From an optimization exercise on the open Yosys and OpenROAD flow, aimed at small area; shortcuts taken in it are not production practice. Function was checked by simulation only, so behaviour that the tests miss may differ from the original. Power is estimated from default activity; no workload was simulated.

[flow/flow/run.sh]
#!/bin/bash
# Own layout flow: the standard ORFS flow (standard.sh) with
#  - synthesis through flow/synth_own.tcl (standard synthesis, stronger ABC script),
#  - port buffers of the smallest buffer cell (every port still gets one),
#  - CTS with small clock buffers and no dummy loads.
# Each tool's output goes to logs under orfs/logs (ORFS) and to own_*.log here.
set -euo pipefail
WORK=$(pwd)
sed "s#@WORK@#$WORK#g" flow/synth_own.tcl > own_synth.tcl
# standard.sh with our synthesis script and extra make variables
sed -e "s#SYNTH_SCRIPT=[^ ]*synth_recipe.tcl#SYNTH_SCRIPT=$WORK/own_synth.tcl#" \
    -e 's#"\${@:-finish}"#"BUFFER_PORTS_ARGS=-buffer_cell sky130_fd_sc_hd__buf_1" "CTS_ARGS=-sink_clustering_enable -repair_clock_nets -buf_list sky130_fd_sc_hd__clkbuf_4 -dont_use_dummy_load" "${@:-finish}"#' \
    standard.sh > own.sh
grep -q own_synth.tcl own.sh
grep -q BUFFER_PORTS_ARGS own.sh
bash own.sh > own_make.log 2>&1
[flow/flow/abc_own.script]
strash
&get -n
&dch
&nf -R 1000
&put
strash
&get -n
&dch
&nf -R 1000
&put
strash
&get -n
&dch
&nf -R 1000
&put
topo
[flow/flow/synth_own.tcl]
# The standard synthesis (synth_recipe.tcl), with one change: ABC maps the
# logic with flow/abc_own.script (area-oriented) instead of ORFS's script.
# Registers are mapped before ABC runs, so they are the standard synthesis's.
proc abc {args} {
  set i [lsearch -exact $args -script]
  if {$i >= 0} {
    lset args [expr {$i + 1}] "@WORK@/flow/abc_own.script"
  }
  yosys abc {*}$args
}
source @WORK@/synth_recipe.tcl
[flow/standard.sh]
#!/bin/bash
# synth_recipe.tcl (not shown) runs the flow's synth.tcl, then flattens the netlist and writes it again
# the make line also repeats each setting of config.mk as NAME=value (left out here)
make -C /OpenROAD-flow-scripts/flow DESIGN_CONFIG=/design/flow/config.mk WORK_HOME=/design/flow/orfs CLKGATE_MAP_FILE= SYNTH_SCRIPT=/design/flow/synth_recipe.tcl "${@:-finish}"
[flow/config.mk]
export PLATFORM = sky130hd
export DESIGN_NAME = top
export DESIGN_NICKNAME = top
export VERILOG_FILES = /design/flow/design.v
export SDC_FILE = /design/flow/constraint.sdc
export NUM_CORES = 4
export LEC_CHECK = 0
export ABC_AREA = 1
export CAP_MARGIN = 20
export CORE_MARGIN = 2
export CORE_UTILIZATION = 40
export SLEW_MARGIN = 20
[flow/constraint.sdc]
create_clock -name core_clock -period 70.0 [get_ports {clk}]
set_input_delay 14.0000 -clock core_clock [delete_from_list [all_inputs] [get_ports {clk}]]
set_output_delay 14.0000 -clock core_clock [all_outputs]
set_load 0.01 [all_outputs]
[flow/design.v]
module nxt(
  input left,
  input right,
  input up,
  input down,
  input [15:0] SW,
  input [5:0] pl,
  input [5:0] pr,
  input [5:0] pu,
  input [5:0] pd,
  input [7:0] sp,
  input [2:0] cnt,
  input [2:0] sel,
  input [3:0] j,
  input sign,
  input [13:0] i,
  input [3:0] k,
  input started,
  input bell,
  output [5:0] pl_n,
  output [5:0] pr_n,
  output [5:0] pu_n,
  output [5:0] pd_n,
  output [7:0] sp_n,
  output [2:0] cnt_n,
  output [2:0] sel_n,
  output [3:0] j_n,
  output sign_n,
  output [13:0] i_n,
  output [3:0] k_n,
  output started_n,
  output bell_n,
  output [6:0] segment,
  output [15:0] LED
);
  wire new_n170, new_n171, new_n172, new_n173, new_n174, new_n180, new_n182, new_n183, new_n184, new_n185, new_n186, new_n192, new_n194, new_n195, new_n196, new_n197, new_n198, new_n204, new_n206, new_n207, new_n208, new_n209, new_n210, new_n216, new_n218, new_n219, new_n220, new_n221, new_n222, new_n224, new_n225, new_n226, new_n227, new_n228, new_n229, new_n230, new_n231, new_n232, new_n233, new_n234, new_n235, new_n237, new_n238, new_n239, new_n240, new_n241, new_n242, new_n243, new_n245, new_n246, new_n247, new_n248, new_n250, new_n251, new_n252, new_n253, new_n254, new_n255, new_n256, new_n257, new_n259, new_n260, new_n261, new_n262, new_n264, new_n265, new_n266, new_n268, new_n269, new_n270, new_n271, new_n272, new_n277, new_n278, new_n279, new_n280, new_n282, new_n283, new_n284, new_n287, new_n288, new_n289, new_n290, new_n291, new_n292, new_n293, new_n294, new_n295, new_n297, new_n298, new_n299, new_n301, new_n303, new_n305, new_n306, new_n307, new_n309, new_n310, new_n311, new_n312, new_n313, new_n314, new_n315, new_n316, new_n317, new_n318, new_n319, new_n320, new_n321, new_n322, new_n323, new_n324, new_n325, new_n326, new_n327, new_n328, new_n329, new_n330, new_n331, new_n332, new_n333, new_n334, new_n335, new_n336, new_n337, new_n338, new_n339, new_n340, new_n341, new_n342, new_n343, new_n344, new_n345, new_n346, new_n347, new_n348, new_n349, new_n350, new_n351, new_n352, new_n353, new_n354, new_n355, new_n356, new_n357, new_n358, new_n359, new_n360, new_n361, new_n362, new_n363, new_n364, new_n365, new_n366, new_n367, new_n368, new_n369, new_n370, new_n371, new_n372, new_n373, new_n374, new_n375, new_n376, new_n377, new_n378, new_n379, new_n380, new_n381, new_n382, new_n383, new_n384, new_n385, new_n386, new_n387, new_n388, new_n389, new_n390, new_n391, new_n392, new_n393, new_n394, new_n395, new_n396, new_n397, new_n398, new_n399, new_n400, new_n401, new_n402, new_n403, new_n404, new_n405, new_n406, new_n407, new_n408, new_n409, new_n410, new_n411, new_n412, new_n413, new_n414, new_n415, new_n416, new_n417, new_n418, new_n419, new_n420, new_n421, new_n422, new_n423, new_n424, new_n425, new_n426, new_n427, new_n428, new_n429, new_n430, new_n431, new_n432, new_n433, new_n434, new_n435, new_n436, new_n437, new_n438, new_n439, new_n440, new_n441, new_n442, new_n443, new_n444, new_n445, new_n446, new_n447, new_n448, new_n449, new_n450, new_n451, new_n452, new_n453, new_n454, new_n455, new_n456, new_n457, new_n458, new_n459, new_n460, new_n461, new_n462, new_n463, new_n464, new_n465, new_n466, new_n467, new_n468, new_n469, new_n470, new_n471, new_n472, new_n473, new_n474, new_n475, new_n476, new_n477, new_n478, new_n479, new_n480, new_n481, new_n482, new_n483, new_n484, new_n485, new_n486, new_n487, new_n488, new_n489, new_n490, new_n491, new_n492, new_n493, new_n494, new_n495, new_n496, new_n497, new_n498, new_n499, new_n500, new_n501, new_n502, new_n503, new_n504, new_n505, new_n506, new_n507, new_n508, new_n509, new_n510, new_n511, new_n512, new_n513, new_n514, new_n515, new_n516, new_n517, new_n518, new_n519, new_n520, new_n521, new_n522, new_n523, new_n524, new_n525, new_n526, new_n527, new_n528, new_n529, new_n530, new_n531, new_n532, new_n533, new_n534, new_n535, new_n536, new_n537, new_n538, new_n539, new_n540, new_n541, new_n542, new_n543, new_n544, new_n545, new_n546, new_n547, new_n548, new_n549, new_n550, new_n551, new_n552, new_n553, new_n554, new_n555, new_n556, new_n557, new_n558, new_n559, new_n560, new_n561, new_n562, new_n563, new_n564, new_n565, new_n566, new_n567, new_n568, new_n569, new_n570, new_n571, new_n572, new_n573, new_n574, new_n575, new_n576, new_n577, new_n578, new_n579, new_n580, new_n581, new_n582, new_n583, new_n584, new_n585, new_n586, new_n587, new_n588, new_n589, new_n590, new_n591, new_n592, new_n593, new_n594, new_n595, new_n596, new_n597, new_n598, new_n599, new_n600, new_n601, new_n602, new_n603, new_n604, new_n605, new_n606, new_n607, new_n608, new_n609, new_n610, new_n611, new_n612, new_n613, new_n614, new_n615, new_n616, new_n617, new_n618, new_n619, new_n621, new_n622, new_n623, new_n624, new_n626, new_n627, new_n629, new_n630, new_n631, new_n633, new_n634, new_n635, new_n637, new_n638, new_n640, new_n641, new_n642, new_n644, new_n645, new_n647, new_n648, new_n649, new_n651, new_n652, new_n653, new_n655, new_n656, new_n658, new_n659, new_n660, new_n662, new_n663, new_n665, new_n666, new_n668, new_n669, new_n670, new_n672, new_n673, new_n674, new_n675, new_n676, new_n678, new_n679, new_n680, new_n681, new_n683, new_n684, new_n685, new_n688, new_n689, new_n690, new_n691, new_n692, new_n693, new_n694, new_n695, new_n696, new_n697, new_n698, new_n699, new_n700, new_n701, new_n702, new_n703, new_n704, new_n705, new_n706, new_n707, new_n708, new_n709, new_n710, new_n711, new_n712, new_n713, new_n714, new_n715, new_n716, new_n717, new_n718, new_n719, new_n720, new_n721, new_n722, new_n723, new_n724, new_n725, new_n726, new_n727, new_n728, new_n730, new_n731, new_n732, new_n733, new_n734, new_n735, new_n736, new_n737, new_n738, new_n739, new_n740, new_n741, new_n742, new_n743, new_n744, new_n745, new_n746, new_n747, new_n748, new_n749, new_n750, new_n751, new_n752, new_n753, new_n754, new_n755, new_n756, new_n757, new_n758, new_n759, new_n760, new_n761, new_n762, new_n763, new_n764, new_n765, new_n766, new_n767, new_n768, new_n769, new_n770, new_n771, new_n772, new_n773, new_n774, new_n775, new_n776, new_n777, new_n778, new_n779, new_n780, new_n781, new_n782, new_n783, new_n784, new_n785, new_n786, new_n787, new_n788, new_n789, new_n790, new_n791, new_n792, new_n793, new_n794, new_n795, new_n796, new_n797, new_n798, new_n799, new_n800, new_n801, new_n802, new_n803, new_n804, new_n805, new_n806, new_n807, new_n809, new_n810, new_n811, new_n812, new_n813, new_n816, new_n818, new_n820, new_n823, new_n824, new_n826, new_n828, new_n830, new_n835, new_n840;
  assign new_n170 = (~pl[3]);
  assign new_n171 = (~pl[5]);
  assign new_n172 = (~pl[4]&~new_n170&~new_n171);
  assign new_n173 = (~new_n172) | (~pl[2]);
  assign new_n174 = (~pl[4]&~new_n170) | (~new_n171);
  assign pl_n[0] = (~new_n173&~left) | (~new_n174&~left);
  assign pl_n[1] = (~left&~pl[0]);
  assign pl_n[2] = (~left&~pl[1]);
  assign pl_n[3] = (~left&~pl[2]);
  assign pl_n[4] = (~left&~pl[3]);
  assign new_n180 = (~pl[4]);
  assign pl_n[5] = (~left&~new_n180);
  assign new_n182 = (~pr[3]);
  assign new_n183 = (~pr[5]);
  assign new_n184 = (~pr[4]&~new_n182&~new_n183);
  assign new_n185 = (~new_n184) | (~pr[2]);
  assign new_n186 = (~pr[4]&~new_n182) | (~new_n183);
  assign pr_n[0] = (~new_n185&~right) | (~new_n186&~right);
  assign pr_n[1] = (~right&~pr[0]);
  assign pr_n[2] = (~right&~pr[1]);
  assign pr_n[3] = (~right&~pr[2]);
  assign pr_n[4] = (~right&~pr[3]);
  assign new_n192 = (~pr[4]);
  assign pr_n[5] = (~right&~new_n192);
  assign new_n194 = (~pu[3]);
  assign new_n195 = (~pu[5]);
  assign new_n196 = (~pu[4]&~new_n194&~new_n195);
  assign new_n197 = (~new_n196) | (~pu[2]);
  assign new_n198 = (~pu[4]&~new_n194) | (~new_n195);
  assign pu_n[0] = (~new_n197&~up) | (~new_n198&~up);
  assign pu_n[1] = (~up&~pu[0]);
  assign pu_n[2] = (~up&~pu[1]);
  assign pu_n[3] = (~up&~pu[2]);
  assign pu_n[4] = (~up&~pu[3]);
  assign new_n204 = (~pu[4]);
  assign pu_n[5] = (~up&~new_n204);
  assign new_n206 = (~pd[3]);
  assign new_n207 = (~pd[5]);
  assign new_n208 = (~pd[4]&~new_n206&~new_n207);
  assign new_n209 = (~new_n208) | (~pd[2]);
  assign new_n210 = (~pd[4]&~new_n206) | (~new_n207);
  assign pd_n[0] = (~new_n209&~down) | (~new_n210&~down);
  assign pd_n[1] = (~down&~pd[0]);
  assign pd_n[2] = (~down&~pd[1]);
  assign pd_n[3] = (~down&~pd[2]);
  assign pd_n[4] = (~down&~pd[3]);
  assign new_n216 = (~pd[4]);
  assign pd_n[5] = (~down&~new_n216);
  assign new_n218 = (~pl[0]&~pl[2]);
  assign new_n219 = (~new_n172) | (~new_n218);
  assign new_n220 = (~pr[0]&~pr[2]);
  assign new_n221 = (~new_n184) | (~new_n220);
  assign new_n222 = (~new_n219) | (~new_n221);
  assign sp_n[0] = (sp[0]&~new_n222) | (~sp[0]&new_n222);
  assign new_n224 = (~sp[1]);
  assign new_n225 = (~sp[0]);
  assign new_n226 = (~pd[0]&~pd[2]);
  assign new_n227 = (~new_n221) | (~new_n208) | (~new_n226);
  assign new_n228 = (~new_n227) | (~new_n219);
  assign new_n229 = (~new_n228);
  assign new_n230 = (~new_n222) | (~sp[0]);
  assign new_n231 = (~new_n208) | (~new_n226);
  assign new_n232 = (~pu[0]&~pu[2]);
  assign new_n233 = (~new_n221) | (~new_n231) | (~new_n196) | (~new_n232);
  assign new_n234 = (~new_n229) | (~new_n230) | (~new_n233);
  assign new_n235 = (~new_n225&~new_n219) | (~new_n234);
  assign sp_n[1] = (new_n224&~new_n235) | (~new_n224&new_n235);
  assign new_n237 = (~sp[1]&~new_n228) | (~new_n234);
  assign new_n238 = (~sp[1]&~new_n235);
  assign new_n239 = (~new_n229&~new_n238);
  assign new_n240 = (~new_n237&~new_n239);
  assign new_n241 = (~sp[2]);
  assign new_n242 = (~new_n240) | (~new_n241);
  assign new_n243 = (~new_n237&~new_n239) | (~sp[2]);
  assign sp_n[2] = (~new_n242) | (~new_n243);
  assign new_n245 = (~sp[3]);
  assign new_n246 = (~new_n233) | (~new_n219);
  assign new_n247 = (new_n245&~new_n246) | (~new_n245&new_n246);
  assign new_n248 = (~new_n229&~new_n238) | (~new_n242);
  assign sp_n[3] = (~new_n247&~new_n248) | (new_n247&new_n248);
  assign new_n250 = (~sp[4]);
  assign new_n251 = (~new_n250&~new_n229);
  assign new_n252 = (~new_n251);
  assign new_n253 = (~new_n229) | (~new_n250);
  assign new_n254 = (~new_n252) | (~new_n253);
  assign new_n255 = (~new_n248) | (~new_n247);
  assign new_n256 = (~new_n246) | (~new_n245);
  assign new_n257 = (~new_n255) | (~new_n256);
  assign sp_n[4] = (~new_n254&~new_n257) | (new_n254&new_n257);
  assign new_n259 = (~sp[5]);
  assign new_n260 = (~new_n255&~new_n253) | (~new_n256&~new_n253);
  assign new_n261 = (~new_n252&~new_n257);
  assign new_n262 = (~new_n260&~new_n261);
  assign sp_n[5] = (new_n259&~new_n262) | (~new_n259&new_n262);
  assign new_n264 = (~new_n261) | (~sp[5]);
  assign new_n265 = (~new_n260) | (~new_n259);
  assign new_n266 = (~new_n264) | (~new_n265);
  assign sp_n[6] = (sp[6]&~new_n266) | (~sp[6]&new_n266);
  assign new_n268 = (~sp[7]);
  assign new_n269 = (~sp[6]&~new_n259);
  assign new_n270 = (~sp[6]);
  assign new_n271 = (~sp[5]&~new_n270);
  assign new_n272 = (~new_n269&~new_n271) | (~new_n266);
  assign sp_n[7] = (new_n268&~new_n272) | (~new_n268&new_n272);
  assign cnt_n[0] = (~cnt[2]);
  assign cnt_n[1] = (cnt[0]);
  assign cnt_n[2] = (cnt[1]);
  assign new_n277 = (~cnt[0]);
  assign new_n278 = (~new_n277&~sel[0]) | (~cnt[1]&~sel[0]);
  assign new_n279 = (~new_n277) | (~cnt[1]) | (~sel[0]);
  assign new_n280 = (~new_n279);
  assign sel_n[0] = (~new_n278&~new_n280);
  assign new_n282 = (~sel[1]);
  assign new_n283 = (~new_n282&~new_n279);
  assign new_n284 = (~sel[1]&~new_n280);
  assign sel_n[1] = (~new_n283&~new_n284);
  assign sel_n[2] = (sel[2]&~new_n283) | (~sel[2]&new_n283);
  assign new_n287 = (~SW[4]&~SW[5]&~SW[6]&~SW[7]);
  assign new_n288 = (~SW[0]&~SW[1]&~SW[2]&~SW[3]);
  assign new_n289 = (~SW[12]&~SW[13]&~SW[14]&~SW[15]);
  assign new_n290 = (~SW[8]&~SW[9]&~SW[10]&~SW[11]);
  assign new_n291 = (~new_n287) | (~new_n288) | (~new_n289) | (~new_n290);
  assign new_n292 = (~new_n291) | (~j[0]);
  assign new_n293 = (~new_n292);
  assign new_n294 = (~new_n291) | (~j[1]) | (~j[3]);
  assign new_n295 = (~j[0]&~new_n291) | (~new_n294);
  assign j_n[0] = (~new_n293&~new_n295);
  assign new_n297 = (~j[1]&~new_n293) | (~new_n294);
  assign new_n298 = (~new_n293) | (~j[1]);
  assign new_n299 = (~new_n298);
  assign j_n[1] = (~new_n297&~new_n299);
  assign new_n301 = (~j[2]&~new_n299) | (~new_n294);
  assign j_n[2] = (~j[2]&~new_n301) | (~new_n299&~new_n301);
  assign new_n303 = (~new_n299&~j[3]) | (~j[2]&~j[3]);
  assign j_n[3] = (~j[1]&~new_n303) | (~j[3]&~new_n303) | (~new_n291&~new_n303);
  assign new_n305 = (~sign&~new_n294);
  assign new_n306 = (~new_n305);
  assign new_n307 = (~new_n294) | (~sign);
  assign sign_n = (~new_n306) | (~new_n307);
  assign new_n309 = (~i[0]);
  assign new_n310 = (~new_n309&~new_n306);
  assign new_n311 = (~i[13]);
  assign new_n312 = (~new_n269);
  assign new_n313 = (~sp[7]&~new_n312);
  assign new_n314 = (~new_n313);
  assign new_n315 = (~sp[1]&~new_n241);
  assign new_n316 = (~new_n315);
  assign new_n317 = (~new_n245&~new_n250);
  assign new_n318 = (~new_n317);
  assign new_n319 = (~new_n316&~new_n318);
  assign new_n320 = (~new_n319);
  assign new_n321 = (~new_n314&~new_n320);
  assign new_n322 = (~new_n250&~new_n314);
  assign new_n323 = (~i[12]);
  assign new_n324 = (~sp[0]&~new_n224);
  assign new_n325 = (~new_n324);
  assign new_n326 = (~new_n241&~new_n245);
  assign new_n327 = (~new_n326);
  assign new_n328 = (~new_n325&~new_n327);
  assign new_n329 = (new_n322&new_n323&new_n328) | (new_n311&new_n321);
  assign new_n330 = (~sp[2]&~new_n225);
  assign new_n331 = (~sp[2]&~new_n224);
  assign new_n332 = (~new_n245&~new_n331);
  assign new_n333 = (~new_n332);
  assign new_n334 = (~new_n330&~new_n333);
  assign new_n335 = (~new_n334);
  assign new_n336 = (~new_n250&~new_n335);
  assign new_n337 = (~new_n225&~new_n224);
  assign new_n338 = (~new_n241&~new_n337);
  assign new_n339 = (~new_n338&~new_n314);
  assign new_n340 = (~i[11]);
  assign new_n341 = (~new_n336&~new_n340) | (~new_n339&~new_n340);
  assign new_n342 = (~new_n322&~new_n323) | (~new_n328&~new_n323);
  assign new_n343 = (~new_n322);
  assign new_n344 = (~i[11]&~new_n335&~new_n338&~new_n343);
  assign new_n345 = (~sp[5]&~new_n336);
  assign new_n346 = (~new_n345);
  assign new_n347 = (~sp[6]&~sp[7]);
  assign new_n348 = (~sp[0]&~sp[1]);
  assign new_n349 = (~sp[2]&~sp[3]&~new_n348);
  assign new_n350 = (~sp[1]&~sp[2]);
  assign new_n351 = (~new_n245&~new_n350&~new_n330);
  assign new_n352 = (~new_n337&~new_n327) | (~sp[5]);
  assign new_n353 = (~sp[4]&~new_n352);
  assign new_n354 = (~new_n353);
  assign new_n355 = (~new_n315&~new_n349&~new_n351) | (~sp[5]) | (~new_n354);
  assign new_n356 = (~new_n346) | (~new_n347) | (~new_n355);
  assign new_n357 = (~i[8]&~new_n356);
  assign new_n358 = (~new_n357);
  assign new_n359 = (~new_n225&~new_n241);
  assign new_n360 = (~sp[3]&~new_n325);
  assign new_n361 = (~new_n360);
  assign new_n362 = (~sp[3]&~new_n331);
  assign new_n363 = (~sp[0]&~sp[2]);
  assign new_n364 = (~new_n363&~new_n324);
  assign new_n365 = (~new_n362) | (~new_n364);
  assign new_n366 = (~new_n361) | (~new_n365);
  assign new_n367 = (~new_n366);
  assign new_n368 = (~new_n250&~new_n319);
  assign new_n369 = (~new_n359&~new_n367) | (~new_n368);
  assign new_n370 = (~new_n348);
  assign new_n371 = (~new_n241&~new_n370);
  assign new_n372 = (~new_n371);
  assign new_n373 = (~new_n245&~new_n338);
  assign new_n374 = (~sp[4]&~new_n373);
  assign new_n375 = (~sp[3]&~new_n372) | (~new_n374);
  assign new_n376 = (~new_n369) | (~sp[5]) | (~new_n375);
  assign new_n377 = (~sp[3]&~new_n315);
  assign new_n378 = (~new_n250&~new_n377);
  assign new_n379 = (~sp[7]&~new_n259);
  assign new_n380 = (~new_n378&~new_n347) | (~new_n379&~new_n347);
  assign new_n381 = (~new_n346&~new_n380) | (~new_n376&~new_n380) | (~new_n270&~new_n380);
  assign new_n382 = (~i[7]);
  assign new_n383 = (~new_n381) | (~new_n382);
  assign new_n384 = (~new_n358) | (~new_n383);
  assign new_n385 = (~i[2]);
  assign new_n386 = (~sp[1]&~new_n225);
  assign new_n387 = (~new_n386);
  assign new_n388 = (~new_n241&~new_n387) | (~sp[4]);
  assign new_n389 = (~new_n331);
  assign new_n390 = (~new_n386&~new_n333);
  assign new_n391 = (~new_n390) | (~new_n325);
  assign new_n392 = (~new_n316&~sp[3]) | (~new_n389&~sp[3]);
  assign new_n393 = (~new_n392);
  assign new_n394 = (~new_n391) | (~new_n393);
  assign new_n395 = (~new_n349&~new_n394) | (~new_n225&~new_n389);
  assign new_n396 = (~new_n395) | (~new_n370);
  assign new_n397 = (~new_n224&~new_n363);
  assign new_n398 = (~new_n359&~new_n397);
  assign new_n399 = (~new_n393) | (~new_n361);
  assign new_n400 = (~sp[4]&~new_n399);
  assign new_n401 = (~new_n245&~new_n398) | (~new_n400);
  assign new_n402 = (~new_n388&~new_n396) | (~new_n401);
  assign new_n403 = (~sp[2]&~sp[3]);
  assign new_n404 = (~sp[4]&~new_n403);
  assign new_n405 = (~sp[3]&~new_n338);
  assign new_n406 = (~new_n405);
  assign new_n407 = (~new_n333&~new_n371) | (~new_n406);
  assign new_n408 = (~new_n333&~new_n407) | (~new_n333&~new_n368) | (~new_n404&~new_n407) | (~new_n404&~new_n368);
  assign new_n409 = (~sp[7]&~new_n270);
  assign new_n410 = (~sp[5]&~new_n408) | (~new_n409);
  assign new_n411 = (~new_n402&~new_n410) | (~sp[5]&~new_n410);
  assign new_n412 = (~new_n397);
  assign new_n413 = (~new_n241&~new_n348&~new_n337);
  assign new_n414 = (~new_n413&~new_n367) | (~new_n245&~new_n412);
  assign new_n415 = (~new_n363&~new_n359);
  assign new_n416 = (~new_n415);
  assign new_n417 = (~sp[4]&~new_n416&~new_n392) | (~new_n259);
  assign new_n418 = (~new_n414&~new_n417) | (~sp[4]&~new_n417);
  assign new_n419 = (~new_n250&~new_n405);
  assign new_n420 = (~new_n335) | (~new_n419);
  assign new_n421 = (~new_n327&~sp[4]) | (~new_n224&~sp[4]);
  assign new_n422 = (~new_n362);
  assign new_n423 = (~new_n422) | (~new_n250);
  assign new_n424 = (~new_n225&~new_n423) | (~new_n330&~new_n421);
  assign new_n425 = (~new_n420) | (~sp[5]) | (~new_n424);
  assign new_n426 = (~new_n425) | (~new_n347);
  assign new_n427 = (~new_n377);
  assign new_n428 = (~new_n250&~new_n427);
  assign new_n429 = (~sp[4]&~new_n334);
  assign new_n430 = (~sp[5]&~new_n317&~new_n429);
  assign new_n431 = (~sp[6]&~new_n430);
  assign new_n432 = (~new_n352&~new_n428&~new_n349) | (~new_n431);
  assign new_n433 = (~sp[4]&~new_n332);
  assign new_n434 = (~new_n433);
  assign new_n435 = (~new_n270&~new_n434);
  assign new_n436 = (~sp[5]&~new_n419);
  assign new_n437 = (~new_n436);
  assign new_n438 = (~new_n271&~new_n435) | (~new_n437);
  assign new_n439 = (~new_n241&~new_n318);
  assign new_n440 = (~new_n439) | (~sp[6]);
  assign new_n441 = (~new_n432) | (~new_n438) | (~new_n440);
  assign new_n442 = (~new_n441) | (~sp[7]);
  assign new_n443 = (~new_n418&~new_n426) | (~new_n442);
  assign new_n444 = (~new_n411&~new_n443);
  assign new_n445 = (~new_n385&~new_n444);
  assign new_n446 = (~sp[3]&~new_n398);
  assign new_n447 = (~new_n338&~new_n333);
  assign new_n448 = (~sp[4]&~new_n446&~new_n447);
  assign new_n449 = (~new_n250&~new_n413&~new_n422);
  assign new_n450 = (~new_n224&~new_n318) | (~new_n259);
  assign new_n451 = (~new_n416) | (~new_n245);
  assign new_n452 = (~new_n350&~new_n451);
  assign new_n453 = (~sp[2]&~new_n387);
  assign new_n454 = (~sp[2]&~new_n453) | (~new_n324&~new_n453);
  assign new_n455 = (~new_n359) | (~sp[1]);
  assign new_n456 = (~new_n454) | (~sp[3]) | (~new_n455);
  assign new_n457 = (~new_n456) | (~new_n365);
  assign new_n458 = (~new_n457);
  assign new_n459 = (~sp[2]&~new_n458);
  assign new_n460 = (~new_n429);
  assign new_n461 = (~new_n331&~new_n364);
  assign new_n462 = (~new_n245&~new_n359&~new_n461) | (~new_n404);
  assign new_n463 = (~new_n460) | (~new_n462);
  assign new_n464 = (~new_n224&~new_n415) | (~new_n463);
  assign new_n465 = (~sp[4]&~new_n351);
  assign new_n466 = (~new_n465);
  assign new_n467 = (~new_n464) | (~new_n466);
  assign new_n468 = (~new_n372) | (~new_n362) | (~new_n455);
  assign new_n469 = (~new_n467) | (~new_n468);
  assign new_n470 = (~new_n452&~new_n388&~new_n459) | (~sp[5]) | (~new_n469);
  assign new_n471 = (~new_n448&~new_n449&~new_n450) | (~new_n409) | (~new_n470);
  assign new_n472 = (~sp[0]&~new_n427) | (~new_n331&~new_n427);
  assign new_n473 = (~new_n374);
  assign new_n474 = (~new_n250&~new_n447&~new_n472) | (~new_n349&~new_n473);
  assign new_n475 = (~new_n474) | (~new_n269);
  assign new_n476 = (~new_n335) | (~new_n404);
  assign new_n477 = (~new_n315&~new_n362) | (~sp[4]);
  assign new_n478 = (~sp[5]&~sp[6]);
  assign new_n479 = (~new_n476&~new_n268) | (~new_n477&~new_n268) | (~new_n478&~new_n268);
  assign new_n480 = (~new_n351&~new_n434) | (~new_n436);
  assign new_n481 = (~new_n250&~new_n403&~new_n326);
  assign new_n482 = (~new_n481&~new_n433) | (~sp[5]);
  assign new_n483 = (~new_n480) | (~sp[6]) | (~new_n482);
  assign new_n484 = (~new_n475) | (~new_n479) | (~new_n483);
  assign new_n485 = (~new_n245&~new_n386);
  assign new_n486 = (~new_n485);
  assign new_n487 = (~new_n324&~new_n363&~new_n359&~new_n486);
  assign new_n488 = (~new_n250&~new_n386&~new_n350&~new_n487);
  assign new_n489 = (~new_n366) | (~new_n468);
  assign new_n490 = (~sp[2]&~new_n397) | (~sp[3]);
  assign new_n491 = (~new_n489&~sp[4]) | (~new_n490&~sp[4]);
  assign new_n492 = (~new_n259) | (~new_n268);
  assign new_n493 = (~sp[6]&~new_n492);
  assign new_n494 = (~new_n488&~new_n491) | (~new_n493);
  assign new_n495 = (~sp[4]&~new_n314);
  assign new_n496 = (~new_n360&~new_n390);
  assign new_n497 = (~new_n455) | (~sp[3]);
  assign new_n498 = (~new_n497&~new_n343) | (~new_n372&~new_n343);
  assign new_n499 = (~new_n495&~new_n498) | (~new_n496&~new_n498);
  assign new_n500 = (~new_n471) | (~new_n484) | (~new_n494) | (~new_n499);
  assign new_n501 = (~new_n224&~new_n415);
  assign new_n502 = (~new_n501) | (~new_n481);
  assign new_n503 = (~new_n502);
  assign new_n504 = (~new_n250&~new_n350&~new_n447&~new_n503);
  assign new_n505 = (new_n456&new_n250&new_n451);
  assign new_n506 = (~new_n359);
  assign new_n507 = (~new_n506&~new_n250) | (~new_n485&~new_n250);
  assign new_n508 = (~new_n507);
  assign new_n509 = (~new_n508&~new_n452) | (~new_n259);
  assign new_n510 = (~new_n350&~new_n330);
  assign new_n511 = (~new_n510&~sp[3]) | (~new_n387&~sp[3]);
  assign new_n512 = (~new_n464&~new_n511) | (~new_n466&~new_n511);
  assign new_n513 = (~new_n259&~new_n504&~new_n505) | (~new_n509&~new_n512);
  assign new_n514 = (~new_n513) | (~new_n409);
  assign new_n515 = (~sp[4]&~new_n407);
  assign new_n516 = (~new_n259&~new_n270);
  assign new_n517 = (~sp[2]&~new_n250) | (~new_n516);
  assign new_n518 = (~new_n423&~new_n487) | (~new_n420);
  assign new_n519 = (~new_n518&~new_n268) | (~new_n271&~new_n268);
  assign new_n520 = (~new_n390&~new_n250) | (~new_n316&~new_n250);
  assign new_n521 = (~new_n520);
  assign new_n522 = (~new_n399&~new_n521) | (~new_n462);
  assign new_n523 = (~new_n522) | (~new_n478);
  assign new_n524 = (~new_n368);
  assign new_n525 = (~new_n486&~new_n328&~new_n524) | (~new_n412&~new_n328&~new_n524);
  assign new_n526 = (~new_n312&~new_n525);
  assign new_n527 = (~new_n507&~new_n395) | (~new_n526);
  assign new_n528 = (~new_n515&~new_n517) | (~new_n519) | (~new_n523) | (~new_n527);
  assign new_n529 = (~new_n359&~new_n367) | (~new_n465);
  assign new_n530 = (~new_n457) | (~sp[4]);
  assign new_n531 = (~new_n314&~new_n503);
  assign new_n532 = (new_n324&~sp[0]) | (new_n324&~new_n362) | (new_n490&~sp[0]) | (new_n490&~new_n362);
  assign new_n533 = (~new_n532) | (~new_n250);
  assign new_n534 = (~new_n529&~new_n531) | (~new_n529&~new_n533) | (~new_n493&~new_n531) | (~new_n530&~new_n531) | (~new_n493&~new_n533) | (~new_n530&~new_n533);
  assign new_n535 = (~new_n514&~i[0]) | (~new_n528&~i[0]) | (~new_n534&~i[0]);
  assign new_n536 = (~i[1]);
  assign new_n537 = (new_n500&new_n535) | (new_n500&new_n536) | (new_n535&new_n536);
  assign new_n538 = (~new_n516);
  assign new_n539 = (~new_n524&~new_n538) | (~new_n326&~new_n538);
  assign new_n540 = (~new_n428);
  assign new_n541 = (~new_n271);
  assign new_n542 = (~new_n541&~new_n320);
  assign new_n543 = (~new_n539&~sp[7]&~new_n542&~new_n435) | (~new_n540&~sp[7]&~new_n542&~new_n435);
  assign new_n544 = (~new_n373&~new_n452) | (~new_n465);
  assign new_n545 = (~new_n250&~new_n461) | (~new_n269) | (~new_n544);
  assign new_n546 = (~new_n391&~new_n250) | (~new_n393&~new_n250);
  assign new_n547 = (~new_n515&~new_n546) | (~new_n478);
  assign new_n548 = (~new_n270&~new_n439) | (~new_n541);
  assign new_n549 = (~new_n312&~new_n353) | (~sp[7]);
  assign new_n550 = (~new_n548&~new_n549);
  assign new_n551 = (~new_n543&~new_n550) | (~new_n545&~new_n550) | (~new_n547&~new_n550);
  assign new_n552 = (new_n551&i[4]);
  assign new_n553 = (~i[3]);
  assign new_n554 = (~new_n431) | (~sp[4]) | (~new_n352);
  assign new_n555 = (~new_n437&~new_n268) | (~new_n548&~new_n268);
  assign new_n556 = (~new_n458&~new_n464);
  assign new_n557 = (~new_n312&~new_n556);
  assign new_n558 = (~sp[0]&~new_n427) | (~new_n350&~new_n497) | (~sp[4]);
  assign new_n559 = (~new_n406&~sp[4]) | (~new_n327&~sp[4]);
  assign new_n560 = (~new_n472&~new_n521);
  assign new_n561 = (~new_n538&~new_n559&~new_n560);
  assign new_n562 = (~new_n557&~new_n561) | (~new_n558&~new_n561);
  assign new_n563 = (~new_n405&~new_n524) | (~new_n409);
  assign new_n564 = (~new_n333&~new_n413) | (~new_n400);
  assign new_n565 = (~new_n511&~new_n508) | (~new_n347) | (~new_n564);
  assign new_n566 = (~new_n433&~new_n563) | (~new_n259&~sp[7]) | (~new_n565);
  assign new_n567 = (~new_n354&~new_n562) | (~new_n354&~new_n566) | (~new_n554&~new_n562) | (~new_n555&~new_n562) | (~new_n554&~new_n566) | (~new_n555&~new_n566);
  assign new_n568 = (~new_n553&~new_n567);
  assign new_n569 = (~new_n552&~new_n568);
  assign new_n570 = (~new_n537) | (~new_n569);
  assign new_n571 = (~new_n567) | (~new_n553);
  assign new_n572 = (~new_n444) | (~new_n385);
  assign new_n573 = (~new_n571) | (~new_n572);
  assign new_n574 = (~i[4]&~new_n551);
  assign new_n575 = (~new_n569&~new_n574) | (~new_n573&~new_n574);
  assign new_n576 = (~new_n445&~new_n570) | (~new_n575);
  assign new_n577 = (~i[5]);
  assign new_n578 = (~new_n378);
  assign new_n579 = (~new_n461);
  assign new_n580 = (~new_n579&~new_n245) | (~new_n506&~new_n245);
  assign new_n581 = (~new_n463) | (~new_n406);
  assign new_n582 = (~new_n578&~new_n580) | (~new_n581);
  assign new_n583 = (~new_n516&~new_n542) | (~new_n578&~new_n542);
  assign new_n584 = (~new_n422&~new_n413) | (~new_n501&~new_n486) | (~new_n495);
  assign new_n585 = (~new_n583) | (~new_n584) | (~new_n549);
  assign new_n586 = (~new_n531&~new_n582&~new_n585) | (~new_n531&~new_n493&~new_n585) | (~new_n525&~new_n582&~new_n585) | (~new_n525&~new_n493&~new_n585);
  assign new_n587 = (~new_n586);
  assign new_n588 = (~new_n577&~new_n587);
  assign new_n589 = (~new_n588);
  assign new_n590 = (~new_n576) | (~new_n589);
  assign new_n591 = (~new_n587) | (~new_n577);
  assign new_n592 = (~new_n345&~new_n380) | (~new_n462&~new_n380) | (~new_n460&~new_n380);
  assign new_n593 = (~new_n372) | (~new_n362);
  assign new_n594 = (~new_n391&~sp[4]) | (~new_n593&~sp[4]);
  assign new_n595 = (~new_n225&~new_n540) | (~new_n318&~new_n454);
  assign new_n596 = (~new_n594&~new_n595) | (~new_n269);
  assign new_n597 = (~new_n592) | (~new_n596);
  assign new_n598 = (~new_n597) | (~new_n549);
  assign new_n599 = (~new_n598);
  assign new_n600 = (~i[6]);
  assign new_n601 = (~new_n599) | (~new_n600);
  assign new_n602 = (~new_n382&~new_n381);
  assign new_n603 = (~new_n600&~new_n599);
  assign new_n604 = (~new_n590&~new_n602&~new_n603) | (~new_n591&~new_n602&~new_n603) | (~new_n601&~new_n602&~new_n603);
  assign new_n605 = (~new_n356) | (~i[8]);
  assign new_n606 = (~new_n324&~new_n453&~new_n578) | (~new_n313) | (~new_n354);
  assign new_n607 = (~new_n606) | (~i[9]);
  assign new_n608 = (~new_n384&~new_n604) | (~new_n605) | (~new_n607);
  assign new_n609 = (~i[10]&~new_n461&~new_n314&~new_n578);
  assign new_n610 = (~i[9]&~new_n606);
  assign new_n611 = (~new_n609&~new_n610);
  assign new_n612 = (~i[10]);
  assign new_n613 = (~new_n579&~new_n612) | (~new_n313&~new_n612) | (~new_n378&~new_n612);
  assign new_n614 = (~new_n608&~new_n613) | (~new_n611&~new_n613);
  assign new_n615 = (~new_n344&~new_n614);
  assign new_n616 = (~new_n341&~new_n342&~new_n615);
  assign new_n617 = (~new_n329&~new_n616) | (~new_n311&~new_n321);
  assign new_n618 = (~new_n306&~new_n617);
  assign new_n619 = (~i[0]&~new_n618);
  assign i_n[0] = (~new_n310&~new_n619);
  assign new_n621 = (~new_n310) | (~i[1]);
  assign new_n622 = (~new_n621);
  assign new_n623 = (~new_n617) | (~new_n305);
  assign new_n624 = (~i[1]&~new_n310) | (~new_n623);
  assign i_n[1] = (~new_n622&~new_n624);
  assign new_n626 = (~new_n385&~new_n621);
  assign new_n627 = (~i[2]&~new_n622) | (~new_n623);
  assign i_n[2] = (~new_n626&~new_n627);
  assign new_n629 = (~new_n626) | (~i[3]);
  assign new_n630 = (~new_n629);
  assign new_n631 = (~i[3]&~new_n626) | (~new_n623);
  assign i_n[3] = (~new_n630&~new_n631);
  assign new_n633 = (~new_n630) | (~i[4]);
  assign new_n634 = (~new_n633);
  assign new_n635 = (~i[4]&~new_n630) | (~new_n623);
  assign i_n[4] = (~new_n634&~new_n635);
  assign new_n637 = (~new_n577&~new_n633);
  assign new_n638 = (~i[5]&~new_n634) | (~new_n623);
  assign i_n[5] = (~new_n637&~new_n638);
  assign new_n640 = (~new_n637) | (~i[6]);
  assign new_n641 = (~new_n640);
  assign new_n642 = (~i[6]&~new_n637) | (~new_n623);
  assign i_n[6] = (~new_n641&~new_n642);
  assign new_n644 = (~new_n382&~new_n640);
  assign new_n645 = (~i[7]&~new_n641) | (~new_n623);
  assign i_n[7] = (~new_n644&~new_n645);
  assign new_n647 = (~new_n644) | (~i[8]);
  assign new_n648 = (~new_n647);
  assign new_n649 = (~i[8]&~new_n644) | (~new_n623);
  assign i_n[8] = (~new_n648&~new_n649);
  assign new_n651 = (~new_n648) | (~i[9]);
  assign new_n652 = (~new_n651);
  assign new_n653 = (~i[9]&~new_n648) | (~new_n623);
  assign i_n[9] = (~new_n652&~new_n653);
  assign new_n655 = (~new_n612&~new_n651);
  assign new_n656 = (~i[10]&~new_n652) | (~new_n623);
  assign i_n[10] = (~new_n655&~new_n656);
  assign new_n658 = (~new_n655) | (~i[11]);
  assign new_n659 = (~new_n658);
  assign new_n660 = (~i[11]&~new_n655) | (~new_n623);
  assign i_n[11] = (~new_n659&~new_n660);
  assign new_n662 = (~new_n323&~new_n658);
  assign new_n663 = (~i[12]&~new_n659) | (~new_n623);
  assign i_n[12] = (~new_n662&~new_n663);
  assign new_n665 = (new_n311&~new_n662) | (~new_n311&new_n662);
  assign new_n666 = (~new_n623);
  assign i_n[13] = (~new_n665&~new_n666);
  assign new_n668 = (~k[0]);
  assign new_n669 = (~new_n668&~new_n623);
  assign new_n670 = (~k[0]&~new_n666);
  assign k_n[0] = (~new_n669&~new_n670);
  assign new_n672 = (~k[1]);
  assign new_n673 = (~new_n668&~new_n672);
  assign new_n674 = (~new_n673);
  assign new_n675 = (~new_n674&~new_n623);
  assign new_n676 = (~k[1]&~new_n669);
  assign k_n[1] = (~new_n675&~new_n676);
  assign new_n678 = (~k[2]&~new_n675);
  assign new_n679 = (~k[2]);
  assign new_n680 = (~new_n675);
  assign new_n681 = (~new_n679&~new_n680);
  assign k_n[2] = (~new_n678&~new_n681);
  assign new_n683 = (~k[3]&~new_n679);
  assign new_n684 = (~new_n683);
  assign new_n685 = (~k[3]);
  assign k_n[3] = (~new_n685&~new_n681) | (~new_n680&~new_n684);
  assign started_n = (started) | (new_n666);
  assign new_n688 = (~new_n602);
  assign new_n689 = (~new_n688&~new_n603) | (~new_n383&~new_n603);
  assign new_n690 = (~new_n358&~new_n602) | (~new_n605&~new_n602);
  assign new_n691 = (~new_n607);
  assign new_n692 = (~new_n610&~new_n691) | (~new_n605);
  assign new_n693 = (~new_n609&~new_n613) | (~new_n607);
  assign new_n694 = (~SW[5]&~k[1]&~new_n668);
  assign new_n695 = (~SW[4]&~k[0]&~k[1]);
  assign new_n696 = (~k[0]&~new_n672);
  assign new_n697 = (~new_n696);
  assign new_n698 = (~SW[7]&~new_n674) | (~SW[6]&~new_n697);
  assign new_n699 = (~new_n694&~new_n695&~new_n698);
  assign new_n700 = (~SW[9]&~k[1]&~new_n668);
  assign new_n701 = (~SW[8]&~k[0]&~k[1]);
  assign new_n702 = (~SW[11]&~new_n674) | (~SW[10]&~new_n697);
  assign new_n703 = (~k[2]&~new_n685);
  assign new_n704 = (~new_n700&~new_n701&~new_n702) | (~new_n703);
  assign new_n705 = (~SW[1]&~k[1]&~new_n668);
  assign new_n706 = (~SW[0]&~k[0]&~k[1]);
  assign new_n707 = (~SW[3]&~new_n674) | (~SW[2]&~new_n697);
  assign new_n708 = (~k[2]&~k[3]);
  assign new_n709 = (~new_n705&~new_n706&~new_n707) | (~new_n708);
  assign new_n710 = (~SW[13]&~k[1]&~new_n668);
  assign new_n711 = (~SW[12]&~k[0]&~k[1]);
  assign new_n712 = (~SW[15]&~new_n674) | (~SW[14]&~new_n697);
  assign new_n713 = (~new_n679&~new_n685);
  assign new_n714 = (~new_n710&~new_n711&~new_n712) | (~new_n713);
  assign new_n715 = (~new_n684&~new_n699) | (~new_n704) | (~new_n709) | (~new_n714);
  assign new_n716 = (~new_n715&~new_n329&~new_n341&~new_n344);
  assign new_n717 = (~new_n692) | (~new_n693) | (~new_n716);
  assign new_n718 = (~new_n568) | (~new_n552) | (~new_n445);
  assign new_n719 = (~new_n603);
  assign new_n720 = (~new_n719) | (~new_n601);
  assign new_n721 = (~new_n718&~new_n537) | (~new_n720);
  assign new_n722 = (~new_n445&~new_n571);
  assign new_n723 = (~new_n537&~new_n722) | (new_n575);
  assign new_n724 = (~new_n568) | (~new_n445);
  assign new_n725 = (~new_n720&~new_n724) | (~new_n720&~new_n574) | (~new_n589&~new_n724) | (~new_n589&~new_n574);
  assign new_n726 = (~new_n591&~new_n723) | (~new_n591&~new_n725) | (~new_n721&~new_n723) | (~new_n721&~new_n725);
  assign new_n727 = (~new_n689&~new_n690&~new_n717&~new_n726);
  assign new_n728 = (~new_n618) | (~new_n727);
  assign bell_n = (~bell&~new_n728) | (bell&new_n728);
  assign new_n730 = (~sp[5]) | (~sp[7]);
  assign new_n731 = (~new_n730) | (~sp[6]);
  assign new_n732 = (~new_n492&~new_n731) | (~sp[4]&~new_n731);
  assign new_n733 = (~sp[6]&~new_n730);
  assign new_n734 = (~new_n733&~new_n271&~new_n409);
  assign new_n735 = (~new_n732&~new_n734);
  assign new_n736 = (~new_n733&~new_n732);
  assign new_n737 = (~new_n250&~new_n736);
  assign new_n738 = (~new_n250&~new_n737) | (~new_n734&~new_n737);
  assign new_n739 = (~new_n738) | (~sp[3]);
  assign new_n740 = (~sp[4]&~sp[6]);
  assign new_n741 = (~new_n492&~new_n737) | (~new_n740&~new_n730);
  assign new_n742 = (~new_n739) | (~new_n741);
  assign new_n743 = (~new_n742);
  assign new_n744 = (~new_n735&~new_n743);
  assign new_n745 = (~new_n245&~new_n744);
  assign new_n746 = (~new_n744);
  assign new_n747 = (~sp[3]&~new_n746);
  assign new_n748 = (~new_n745&~new_n747);
  assign new_n749 = (~new_n748);
  assign new_n750 = (~new_n735);
  assign new_n751 = (~new_n738&~new_n745) | (~new_n739&~new_n750);
  assign new_n752 = (~new_n241&~new_n749) | (~new_n751);
  assign new_n753 = (~new_n738&~new_n750) | (~sp[3]&~new_n750);
  assign new_n754 = (~new_n741&~new_n753) | (~new_n742);
  assign new_n755 = (~new_n752) | (~new_n754);
  assign new_n756 = (~new_n755);
  assign new_n757 = (~new_n756) | (~new_n241);
  assign new_n758 = (~new_n755) | (~sp[2]);
  assign new_n759 = (~new_n757) | (~new_n758);
  assign new_n760 = (~new_n241&~new_n749);
  assign new_n761 = (~new_n754);
  assign new_n762 = (new_n758&new_n749) | (new_n760&new_n761);
  assign new_n763 = (~sp[1]&~new_n759) | (~new_n762);
  assign new_n764 = (~new_n760&~new_n761) | (~new_n751&~new_n761);
  assign new_n765 = (~new_n763) | (~new_n764);
  assign new_n766 = (~new_n765);
  assign new_n767 = (~new_n766) | (~sp[1]);
  assign new_n768 = (~new_n765) | (~new_n224);
  assign new_n769 = (~new_n767) | (~new_n768);
  assign new_n770 = (~sel[0]&~sel[1]&~sel[2]);
  assign new_n771 = (~new_n312) | (~sp[7]);
  assign new_n772 = (~new_n742&~new_n771) | (~new_n734&~new_n771);
  assign new_n773 = (~new_n772);
  assign new_n774 = (~sel[0]&~sel[2]);
  assign new_n775 = (~new_n774) | (~sel[1]);
  assign new_n776 = (~new_n742) | (~sp[7]) | (~new_n734);
  assign new_n777 = (~new_n733&~new_n732) | (~new_n773);
  assign new_n778 = (~new_n776&~new_n756) | (~new_n777);
  assign new_n779 = (~new_n756&~new_n778);
  assign new_n780 = (~new_n776);
  assign new_n781 = (~sp[7]&~new_n746) | (~new_n732&~new_n771);
  assign new_n782 = (~new_n756&~new_n777) | (~new_n781&~new_n777);
  assign new_n783 = (~new_n780&~new_n782);
  assign new_n784 = (~new_n755&~new_n783);
  assign new_n785 = (~sel[0]);
  assign new_n786 = (~sel[1]&~sel[2]&~new_n785);
  assign new_n787 = (~new_n779&~new_n784) | (~new_n786);
  assign new_n788 = (~new_n773&~new_n775) | (~new_n787);
  assign new_n789 = (~new_n769&~new_n788) | (~new_n770&~new_n788);
  assign new_n790 = (~new_n789);
  assign new_n791 = (~new_n770);
  assign new_n792 = (~new_n775&~new_n783) | (~new_n225&~new_n791);
  assign new_n793 = (~new_n786);
  assign new_n794 = (~new_n793&~new_n766);
  assign new_n795 = (~new_n792&~new_n794);
  assign new_n796 = (~new_n795);
  assign new_n797 = (~new_n796&~new_n790);
  assign new_n798 = (~new_n768) | (~new_n759);
  assign new_n799 = (~new_n764);
  assign new_n800 = (~new_n757) | (~new_n224) | (~new_n758) | (~new_n799);
  assign new_n801 = (~new_n798) | (~new_n800);
  assign new_n802 = (~new_n781&~new_n784);
  assign new_n803 = (~new_n756&~new_n802) | (~new_n780&~new_n802);
  assign new_n804 = (~new_n793&~new_n803);
  assign new_n805 = (~new_n770&~new_n804) | (~new_n801&~new_n804);
  assign new_n806 = (~new_n790&~new_n805) | (~new_n796&~new_n805);
  assign new_n807 = (~new_n806);
  assign segment[4] = (~new_n805&~new_n790) | (~new_n795);
  assign new_n809 = (~new_n793&~new_n782);
  assign new_n810 = (~sp[1]&~new_n762) | (~new_n799&~new_n762);
  assign new_n811 = (~new_n791&~new_n810);
  assign new_n812 = (~new_n778&~new_n811) | (~new_n778&~new_n763) | (~new_n809&~new_n811) | (~new_n809&~new_n763);
  assign new_n813 = (~new_n797&~new_n807) | (~segment[4]) | (~new_n812);
  assign segment[0] = (~new_n790&~new_n813);
  assign segment[1] = (~new_n797&~new_n807);
  assign new_n816 = (~new_n790) | (~new_n805);
  assign segment[2] = (~new_n796&~new_n816);
  assign new_n818 = (~new_n816);
  assign segment[3] = (~new_n818&~new_n813);
  assign new_n820 = (~new_n807) | (~new_n812);
  assign segment[5] = (~new_n797&~new_n820);
  assign segment[6] = (~new_n818&~new_n820);
  assign new_n823 = (~new_n672) | (~k[0]) | (~started);
  assign new_n824 = (~new_n708);
  assign LED[0] = (~new_n823&~new_n824);
  assign new_n826 = (~new_n696) | (~started);
  assign LED[1] = (~new_n824&~new_n826);
  assign new_n828 = (~new_n673) | (~started);
  assign LED[2] = (~new_n824&~new_n828);
  assign new_n830 = (~new_n668) | (~new_n672) | (~started);
  assign LED[3] = (~new_n830&~new_n684);
  assign LED[4] = (~new_n823&~new_n684);
  assign LED[5] = (~new_n826&~new_n684);
  assign LED[6] = (~new_n684&~new_n828);
  assign new_n835 = (~new_n703);
  assign LED[7] = (~new_n830&~new_n835);
  assign LED[8] = (~new_n823&~new_n835);
  assign LED[9] = (~new_n826&~new_n835);
  assign LED[10] = (~new_n835&~new_n828);
  assign new_n840 = (~new_n713);
  assign LED[11] = (~new_n830&~new_n840);
  assign LED[12] = (~new_n823&~new_n840);
  assign LED[13] = (~new_n826&~new_n840);
  assign LED[14] = (~new_n828&~new_n840);
  assign LED[15] = (~new_n830&~new_n824);
endmodule
module top(
	input clk,
	input rst_n,
	input left,
	input right,
	input up,
	input down,
	input [15:0] SW,
	output reg bell,
	output reg [2:0] sel,
	output [6:0] segment,
	output [15:0] LED
	);
	reg [5:0] pl, pr, pu, pd;    
	reg [7:0] sp;                
	reg [2:0] cnt;               
	reg [3:0] j;                 
	reg sign;
	reg [13:0] i;                
	reg [3:0] k;                 
	reg started;                 
	wire [5:0] pl_n, pr_n, pu_n, pd_n;
	wire [7:0] sp_n;
	wire [2:0] cnt_n, sel_n;
	wire [3:0] j_n, k_n;
	wire sign_n, started_n, bell_n;
	wire [13:0] i_n;
	nxt nxt1(
		.left(left), .right(right), .up(up), .down(down), .SW(SW),
		.pl(pl), .pr(pr), .pu(pu), .pd(pd), .sp(sp), .cnt(cnt), .sel(sel),
		.j(j), .sign(sign), .i(i), .k(k), .started(started), .bell(bell),
		.pl_n(pl_n), .pr_n(pr_n), .pu_n(pu_n), .pd_n(pd_n), .sp_n(sp_n),
		.cnt_n(cnt_n), .sel_n(sel_n), .j_n(j_n), .sign_n(sign_n), .i_n(i_n),
		.k_n(k_n), .started_n(started_n), .bell_n(bell_n),
		.segment(segment), .LED(LED));
	always @(posedge clk or negedge rst_n)
		if (~rst_n) begin
			pl <= 6'd0;
			pr <= 6'd0;
			pu <= 6'd0;
			pd <= 6'd0;
			sp <= 8'd0;
			cnt <= 3'd0;
			sel <= 3'd0;
			j <= 4'd0;
			sign <= 1'b0;
			i <= 14'd0;
			k <= 4'd0;
			started <= 1'b0;
			bell <= 1'b0;
		end else begin
			pl <= pl_n;
			pr <= pr_n;
			pu <= pu_n;
			pd <= pd_n;
			sp <= sp_n;
			cnt <= cnt_n;
			sel <= sel_n;
			j <= j_n;
			sign <= sign_n;
			i <= i_n;
			k <= k_n;
			started <= started_n;
			bell <= bell_n;
		end
endmodule
==> results.tsv <==
stage	metric	value	unit
pwr	power.density	53.0	mW/mm^2
timing	setup_violations	0	
drt	drc	0	
drt	num_vias	5017	
timing	worst_pin_slew	0.881	ns
worst_setup_path	cp-end-kind	output port	
logic_synthesis	synth_area_per_cell	7.58	sq um
global_route	grt.total_usage	23.9	%
timing	setup_tns	0	ns
finish	fin_nets	724	
drt	via_per_inst	6.13	
placement	place_inst	808	
worst_setup_path	path_class	reg -> out	
clock_tree	cts_sinks	63	
finish	fill_cells	1149	
global_route	grt_first_pass_wirelength	23800	microns
drt	first_pass_iters	6	
timing	drv_slew	0	
finish	layout_common_cells	110 x nor2_1, 70 x nand2_1, 63 x dfrtp_1, 51 x a21oi_1, 47 x buf_1	
logic_synthesis	syn_nets	659	
worst_setup_path	worstRegToRegCells	29	
global_route	grt_pass1_vias	4760	
timing	slew_headroom	41.3	%
worst_hold_path	hold_end	pd[2]$_DFF_PN0_	
finish	final_cells	819	
global_route	grt_overflow	0	
timing	fin_hold_ws	0.369	ns
finish	areaGrowthSynthToFinish	10.3	%
clock_tree	ctsHtreeMaxLevel	3	
pwr	ir_drop	76.6	uV
clock_tree	clk_pin_slew_worst_paths	0.12	ns
timing	fmax	0.0512	GHz
clock_tree	cts_resized	0	
drt	ant_nets	0	
timing	post-route-period-util	27.9	%
placement	place_congestion	0.988	
worst_setup_path	regToRegSetupSlack	62.69	ns
logic_synthesis	synthCells	611	
worst_setup_path	crit_required	56.00	ns
global_route	antenna_found_initial	2	
clock_tree	cts_tree	done	
worst_hold_path	hp-start	pd[1]$_DFF_PN0_	
worst_hold_path	hold_path_depth	1	
status	status	finished clean	
clock_tree	clock_latency	0.47	ns
clock_tree	postCtsHoldBufs	0	
logic_synthesis	synth_seq_cells	63	
placement	io_buffers	48	
floorplanning	pin_count	49	
logic_synthesis	ys_seq_area_share	34.0	%
floorplanning	die_w	112	microns
worst_setup_path	cp_max_fo	20	
run	max_cap_violations	0	
worst_setup_path	worstPathArrival	5.54	ns
floorplanning	die_area	0.0125	sq mm
worst_setup_path	r2r-start	sp[2]$_DFF_PN0_	
clock_tree	clock_path_buffers	2	
logic_synthesis	syn-cell-area	0.00463	sq mm
logic_synthesis	ys.flop_type	dfrtp_1	
global_route	grt_max_degree	64	
drt	wl	14700	microns
logic_synthesis	yosysWarningCount	1	
worst_setup_path	setup.worst_path.start_class	flop	
logic_synthesis	synth_cell_type_count	51	
logic_synthesis	synth-edff-count	0	
clock_tree	numCtsBuffers	9	
drt	drtIter0Drc	746	
drt	avgRoutedWirePerCell	17.9	microns
worst_setup_path	r2r_end	k[3]$_DFF_PN0_	
finish	mostFrequentLayoutCell	nor2_1	
floorplanning	core	0.0114	sq mm
timing	skew	0.0304	ns
timing	finalCriticalPeriod	19.54	ns
pwr	p_leak	2.12	nW
floorplanning	rows	39	
finish	final_layout_size_suffix_gt1_share	2.37	%
clock_tree	post_cts_buffers	0	
logic_synthesis	async_reset_ff_share	100	%
clock_tree	cts_root_buf	clkbuf_4	
timing	rsz0062_at_grt	no	
floorplanning	start_util	40.7	%
placement	hpwl	10600	microns
floorplanning	fp.dieH	112	microns
timing	hold_viol	0	
worst_hold_path	min_path_type	reg -> reg	
## kinds of logic after synthesis
| logic type | synth area share (%) |
|---|---|
| buf+inv | 2.19 |
| fa+ha+maj | 7.40 |
| flops | 34.0 |
| compound gates | 24.2 |
| xor+xnor | 2.46 |
| simple gates | 29.7 |
## synthesized netlist by cell type, drive strengths merged, types with 7 or more instances
cell type  count  share of area, %
nor2         110               8.9
nand2         70               5.7
dfrtp         63                34
a21oi         51               5.5
o21ai         45               4.9
nor3          30               3.2
clkinv        27               2.2
nand3         26               2.8
ha            25               6.8
o22ai         16               2.2
and3          13               1.8
nand2b         9               1.2
or2            9               1.2
xnor2          9               1.7
a31oi          8               1.1
nor2b          8               1.1
nor4           8               1.1
a211oi         7               1.1
## worst max-delay path: stages, from the launching register on
cell	delay, ns
dfrtp_1	0.77
nand2_1	0.21
nand3_1	0.21
o21ai_0	0.15
o21ai_0	0.34
a22oi_1	0.18
nand2b_1	0.20
ha_1	0.18
o22ai_1	0.23
a21o_1	0.24
clkinv_1	0.12
ha_1	0.31
clkinv_1	0.06
o21ai_0	0.20
nand2b_1	0.11
ha_1	0.29
o41ai_1	0.62
a21o_1	0.25
o211ai_1	0.11
nor2_1	0.14
buf_1	0.16
## layout make-up
| cell class | instances | area, sq um | share of cell area, % |
|---|---|---|---|
| clock buffers | 9 | 67.6 | 1.32 |
| flip-flops and latches | 63 | 1580 | 30.9 |
| well taps | 143 | 179 | 3.50 |
| repair buffers | 54 | 226 | 4.43 |
| multi-input cells | 521 | 2950 | 57.8 |
| diodes | 2 | 5.00 | 0.0980 |
| inverters | 27 | 101 | 1.98 |
## layer usage
metal | share of wire (%) | routed length (microns) | track usage [%]
met1 | 44 | 6500 | 32.2
met3 | 8.1 | 1190 | 5.12
met4 | 4.9 | 716 | 14.2
met5 | 0 | 0 | 0
met2 | 43 | 6290 | 35.4
## stage by stage
stage	util [%]	power, mW	worst slack [ns]	instance area [sq um]
2_1_floorplan	-	0.186	51.21	4630
3_3_place_gp	44.3	0.246	51.32	5040
4_1_cts	44.9	0.265	50.54	5100
5_1_grt	44.9	0.294	49.87	5110
6_report	44.9	0.271	50.46	5110
3_5_place_dp	44.3	0.245	51.07	5040
## state kept, by name (all words and copies together), names as in the netlist
signal and flops:
i 14, bell 1, pd 6, j 4, pu 6, pl 6
sp 8, pr 6, started 1, cnt 3, sel 3, k 4
sign 1
## power by group
group	switching (mW)	internal, mW	total (mW)
registers	0.00923	0.0423	0.0516
clock network	0.0128	0.00594	0.0188
logic	0.135	0.0657	0.200
## worst max-delay path by stage
stage                     slack (ns)          to  cells after the start             from
after floorplan                51.21  segment[3]                     17  sp[4]$_DFF_PN0_
after global placement         51.32  segment[3]                     19  sp[4]$_DFF_PN0_
after detailed placement       51.07  segment[3]                     20  sp[7]$_DFF_PN0_
after CTS                      50.54  segment[3]                     20  sp[7]$_DFF_PN0_
after global routing           49.87  segment[3]                     20  sp[7]$_DFF_PN0_
final                          50.46  segment[3]                     20  sp[7]$_DFF_PN0_

what the ideal ports hide:
In the flow no input, the clock included, has a driving cell. The finished layout below was timed again as built, in two steps. Step 1, drivers: a clkbuf_16 drives clk and a buf_2 each remaining input, both assumed. Step 2 moves the port delays by t, midway between the first and last clock arrival at a register: inputs arrive t later, outputs are due t later. That takes back most of the time a late clock gives input paths. Three values: ideal, step 1, step 2; two values: the first two.
shift t [ns]: 0.488
slack for setup (ns): 50.457 / 50.422 / 50.911
worst hold slack (ns): 0.369 / 0.369 / 0.369
After both steps setup and hold are still met in this run. For this run, drivers alone change the setup slack by -0.035 ns; drivers and shift together by +0.454 ns.
